This design comes from an exercise in tuning for small area and a short achievable clock period on the open sky130 flow, not from production work. Power figures rest on the tool's default switching activity, not on a simulated workload.

==> run a: inputs <==
==> flow/design.v (excerpt) <==
module CPU_EEPROM(clk, reset, PC, Data, Out, carry, parity, sign, zero);
input clk, reset;
output reg [12:0] PC;
input [7:0] Data;
output reg [7:0] Out;
output reg carry;
output parity;
output sign;
output zero;
reg        update;
reg [7:0]  A, B, C;
reg [5:0]  op2;           
reg [3:0]  SQ;            
reg [12:0] stk [15:0];
reg fa, pp, ss, zz;
cpu_flags u_flags(.A(A), .fa(fa), .pp(pp), .ss(ss), .zz(zz),
                  .parity(parity), .sign(sign), .zero(zero));
wire [12:0] top = stk[SQ];
wire [21:0] sa;
wire [3:0]  sc_;
wire [6:0]  sb, scc;
wire [3:0]  spc;
wire f_we, fl, f_keep, push, pop, wr, two, out_we;
cpu_dec u_dec(.D(Data), .u(update), .op2(op2),
              .carry(carry), .parity(parity), .sign(sign), .zero(zero),
              .sa(sa), .scar(sc_), .sb(sb), .sc(scc), .spc(spc),
              .f_we(f_we), .fl(fl), .f_keep(f_keep),
              .push(push), .pop(pop), .wr(wr), .two(two), .out_we(out_we));
wire [8:0] r_b, r_c, r_a1, r_m;
wire [7:0] r_b1, r_c1;
  ...
==> module CPU_EEPROM, before the edit <==
module CPU_EEPROM(clk, reset, PC, Data, Out, carry, parity, sign, zero);
input clk, reset;
output reg [12:0] PC;
input [7:0] Data;
output reg [7:0] Out;
output reg carry;
output parity;
output sign;
output zero;
reg        update;
reg [7:0]  A, B, C;
reg [5:0]  op2;           
reg [3:0]  SQ;            
reg [12:0] stk [15:0];
reg fa, pp, ss, zz;
cpu_flags u_flags(.A(A), .fa(fa), .pp(pp), .ss(ss), .zz(zz),
                  .parity(parity), .sign(sign), .zero(zero));
wire [12:0] top = stk[SQ];
wire [21:0] sa;
wire [3:0]  sc_;
wire [6:0]  sb, scc;
wire [3:0]  spc;
wire f_we, fl, f_keep, push, pop, wr, two, out_we;
cpu_dec u_dec(.D(Data), .u(update), .op2(op2),
              .carry(carry), .parity(parity), .sign(sign), .zero(zero),
              .sa(sa), .scar(sc_), .sb(sb), .sc(scc), .spc(spc),
              .f_we(f_we), .fl(fl), .f_keep(f_keep),
              .push(push), .pop(pop), .wr(wr), .two(two), .out_we(out_we));
wire [8:0] r_b, r_c, r_a1, r_m;
wire [7:0] r_b1, r_c1;
cpu_alu u_alu(.A(A), .B(B), .C(C), .D(Data), .op2(op2),
              .r_b(r_b), .r_c(r_c), .r_a1(r_a1), .r_b1(r_b1), .r_c1(r_c1), .r_m(r_m));
wire [7:0] A_n, B_n, C_n;
wire       c_n;
wire [12:0] PC_n;
cpu_sela u_sela(.s(sa), .A(A), .B(B), .C(C), .D(Data), .top(top[7:0]),
                .r_b(r_b[7:0]), .r_c(r_c[7:0]), .r_a1(r_a1[7:0]), .r_m(r_m[7:0]), .y(A_n));
cpu_selc u_selc(.s(sc_), .c({r_m[8], r_a1[8], r_c[8], r_b[8]}), .y(c_n));
cpu_selr u_selb(.s(sb), .R(B), .O(C), .A(A), .D(Data), .pm1(r_b1), .y(B_n));
cpu_selr u_selcc(.s(scc), .R(C), .O(B), .A(A), .D(Data), .pm1(r_c1), .y(C_n));
cpu_selpc u_selpc(.s(spc), .PC(PC), .BC({B[4:0], C}), .top(top), .y(PC_n));
wire [12:0] PC1 = PC + 1'b1;
wire [12:0] wd = update ? PC :
                 ~Data[5] ? PC1 :
                 (Data[2] & ~Data[1]) ? {5'd0, B} : {5'd0, A};
genvar gi;
generate for (gi = 0; gi < 16; gi = gi + 1) begin : g_stk
	always @(posedge clk)
		if (reset && wr && SQ == ((gi + 1) & 15))
			stk[gi] <= wd;
end endgenerate
always @(posedge clk) begin
	if (!reset) begin
		update <= 0;
		A <= 0; B <= 0; C <= 0; Out <= 0;
		carry <= 0; fa <= 0; pp <= 0; ss <= 0; zz <= 0;
		PC <= 0;
		SQ <= 4'd0;
	end else begin
		update <= two;
		A <= A_n;
		B <= B_n;
		C <= C_n;
		PC <= PC_n;
		if (out_we) Out <= A;
		if (f_we) begin
			carry <= c_n;
			fa <= fl; pp <= 0; ss <= 0; zz <= 0;
		end
		if (f_keep) begin
			fa <= 0; pp <= parity; ss <= sign; zz <= zero;
		end
		if (push) SQ <= SQ - 1'b1;
		else if (pop) SQ <= SQ + 1'b1;
	end
end
always @(posedge clk)
	op2 <= Data[5:0];
endmodule
==> module cpu_selpc, before the edit <==
module cpu_selpc(s, PC, BC, top, y);
input [3:0] s;
input [12:0] PC, BC, top;
output [12:0] y;
wire [12:0] PC1 = PC + 1'b1;
assign y = ({13{s[0]}} & PC) | ({13{s[1]}} & BC) | ({13{s[2]}} & top) | ({13{s[3]}} & PC1);
endmodule
export LEC_CHECK = 0
export ABC_CLOCK_PERIOD_IN_PS = 2500
export CAP_MARGIN = 20
export CORE_MARGIN = 2
export CORE_UTILIZATION = 50
export SETUP_SLACK_MARGIN = 4.3
export SLEW_MARGIN = 20
export SYNTH_HIERARCHICAL = 1
create_clock -name core_clock -period 7.5 [get_ports {clk}]
run.sh (not shown) runs the stock make flow with config.mk's settings and CLKGATE_MAP_FILE= SYNTH_SCRIPT=/design/flow/synth_recipe.tcl, a recipe that flattens the netlist after the stock synthesis.
==> run b: changes against run a <==
--- a/flow/design.v
+++ b/flow/design.v
@@ -15,7 +15,12 @@
 reg fa, pp, ss, zz;
 cpu_flags u_flags(.A(A), .fa(fa), .pp(pp), .ss(ss), .zz(zz),
                   .parity(parity), .sign(sign), .zero(zero));
-wire [12:0] top = stk[SQ];
+wire [15:0] sqd = 16'd1 << SQ;
+wire [12:0] top;
+cpu_stkrd u_stkrd(.sel(sqd), .e0(stk[0]), .e1(stk[1]), .e2(stk[2]), .e3(stk[3]),
+                  .e4(stk[4]), .e5(stk[5]), .e6(stk[6]), .e7(stk[7]),
+                  .e8(stk[8]), .e9(stk[9]), .e10(stk[10]), .e11(stk[11]),
+                  .e12(stk[12]), .e13(stk[13]), .e14(stk[14]), .e15(stk[15]), .y(top));
 wire [21:0] sa;
 wire [3:0]  sc_;
 wire [6:0]  sb, scc;
@@ -38,15 +43,15 @@
 cpu_selc u_selc(.s(sc_), .c({r_m[8], r_a1[8], r_c[8], r_b[8]}), .y(c_n));
 cpu_selr u_selb(.s(sb), .R(B), .O(C), .A(A), .D(Data), .pm1(r_b1), .y(B_n));
 cpu_selr u_selcc(.s(scc), .R(C), .O(B), .A(A), .D(Data), .pm1(r_c1), .y(C_n));
-cpu_selpc u_selpc(.s(spc), .PC(PC), .BC({B[4:0], C}), .top(top), .y(PC_n));
 wire [12:0] PC1 = PC + 1'b1;
+cpu_selpc u_selpc(.s(spc), .PC(PC), .PC1(PC1), .BC({B[4:0], C}), .top(top), .y(PC_n));
 wire [12:0] wd = update ? PC :
                  ~Data[5] ? PC1 :
                  (Data[2] & ~Data[1]) ? {5'd0, B} : {5'd0, A};
 genvar gi;
 generate for (gi = 0; gi < 16; gi = gi + 1) begin : g_stk
 	always @(posedge clk)
-		if (reset && wr && SQ == ((gi + 1) & 15))
+		if (reset && wr && sqd[(gi + 1) & 15])
 			stk[gi] <= wd;
 end endgenerate
 always @(posedge clk) begin
@@ -202,10 +207,18 @@
            ({8{s[3]}} & O) | ({8{s[4]}} & A) | ({8{s[5]}} & {R[3:0], R[7:4]}) |
            ({8{s[6]}} & D);
 endmodule
-module cpu_selpc(s, PC, BC, top, y);
+module cpu_selpc(s, PC, PC1, BC, top, y);
 input [3:0] s;
-input [12:0] PC, BC, top;
+input [12:0] PC, PC1, BC, top;
 output [12:0] y;
-wire [12:0] PC1 = PC + 1'b1;
 assign y = ({13{s[0]}} & PC) | ({13{s[1]}} & BC) | ({13{s[2]}} & top) | ({13{s[3]}} & PC1);
 endmodule
+module cpu_stkrd(sel, e0, e1, e2, e3, e4, e5, e6, e7, e8, e9, e10, e11, e12, e13, e14, e15, y);
+input [15:0] sel;
+input [12:0] e0, e1, e2, e3, e4, e5, e6, e7, e8, e9, e10, e11, e12, e13, e14, e15;
+output [12:0] y;
+assign y = ({13{sel[0]}} & e0) | ({13{sel[1]}} & e1) | ({13{sel[2]}} & e2) | ({13{sel[3]}} & e3) |
+           ({13{sel[4]}} & e4) | ({13{sel[5]}} & e5) | ({13{sel[6]}} & e6) | ({13{sel[7]}} & e7) |
+           ({13{sel[8]}} & e8) | ({13{sel[9]}} & e9) | ({13{sel[10]}} & e10) | ({13{sel[11]}} & e11) |
+           ({13{sel[12]}} & e12) | ({13{sel[13]}} & e13) | ({13{sel[14]}} & e14) | ({13{sel[15]}} & e15);
+endmodule
Settings changed: SETUP_SLACK_MARGIN 4.3 to 4.5, SLEW_MARGIN 20 to 50, TNS_END_PERCENT from default to 0.
==> comparison table <==
|  | run b | run a |
|---|---|---|
| Die Span Y | 185 um | 187 um |
| Worst-case setup margin in the final layout | 4.04 ns | 4.03 ns |
| Total power consumption of the routed design | 0.00345 W | 0.00352 W |
| Non-clock buffer share of cell area | 7.66% | 12.0% |
| Run status | complete, no violations | complete, no violations |
| Post-Syn Area per Cell | 10.8 um^2 | 10.5 um^2 |
| End point of the critical path | A[1]$_SDFF_PN0_ | parity |
| Starting density of the core | 50.6% | 50.4% |
| Basic-gate share of the synthesized area counting and, or, nand and nor cells | 13.8% | 13.7% |
| Delay contributed by the slowest stage of the critical path | 0.53 ns | 0.35 ns |
| Count of cell instances traversed by the critical path | 12 | 7 |
| Setup Skew | 0.0232 ns | 0.0117 ns |
| Pin slew with the least headroom to its limit | 0.771 ns | 1.07 ns |
| Number of tap cells inserted | 442 | 448 |
| Die extent in x | 185 um | 187 um |
| Seq/total area | 38.8% | 35.8% |
| Complex-gate fraction of the synthesized area | 19.3% | 19.6% |
| Non-clk bufs | 136 | 207 |
| Static leakage | 6.81 nW | 7.52 nW |
| Met1 track utilization from global routing | 40.0% | 45.4% |
| Wl on met1 | 21.3 mm | 23.7 mm |
| Area share of xor/xnor cells in the synthesized design | 3.84% | 3.61% |
| Wire length of the first global-routing pass | 80.1 mm | 90.7 mm |
No run of this note included a check of the RTL's function; only the layout flow was run.

afterwards: timing with drivers on the ports:
The flow's constraints put no driver on any port. The routed layouts listed below were extracted and timed again, unchanged, in two steps. Step 1 (the two cells are an assumption about what drives the block):
set clk [get_ports {clk}]
set_driving_cell -lib_cell sky130_fd_sc_hd__clkbuf_16 $clk
set_driving_cell -lib_cell sky130_fd_sc_hd__buf_2 [delete_from_list [all_inputs] $clk]
Step 2 times the ports against the registers' clock, not the clock port: input delays grow and output delays shrink by t, the midpoint of the rising clock arrivals with the driver on. Three values: ideal, step 1, step 2; two values: the first two.
| run | shift t [ns] | setup WS [ns] | hold WS [ns] | latest minus earliest clock arrival (ns) | pins driven straight from the clock port |
|---|---|---|---|---|---|
| run a | 0.625 | 4.033 / 3.982 / 3.458 | 0.518 / 0.518 / 0.518 | 0.012 / 0.012 | 1 |
| run b | 0.612 | 4.039 / 4.006 / 3.422 | 0.518 / 0.518 / 0.518 | 0.024 / 0.024 | 1 |
After both steps every run listed still meets setup and hold. The setup slack of run b, which loses most, moves by -0.033 ns with the drivers and by -0.617 ns with both steps.
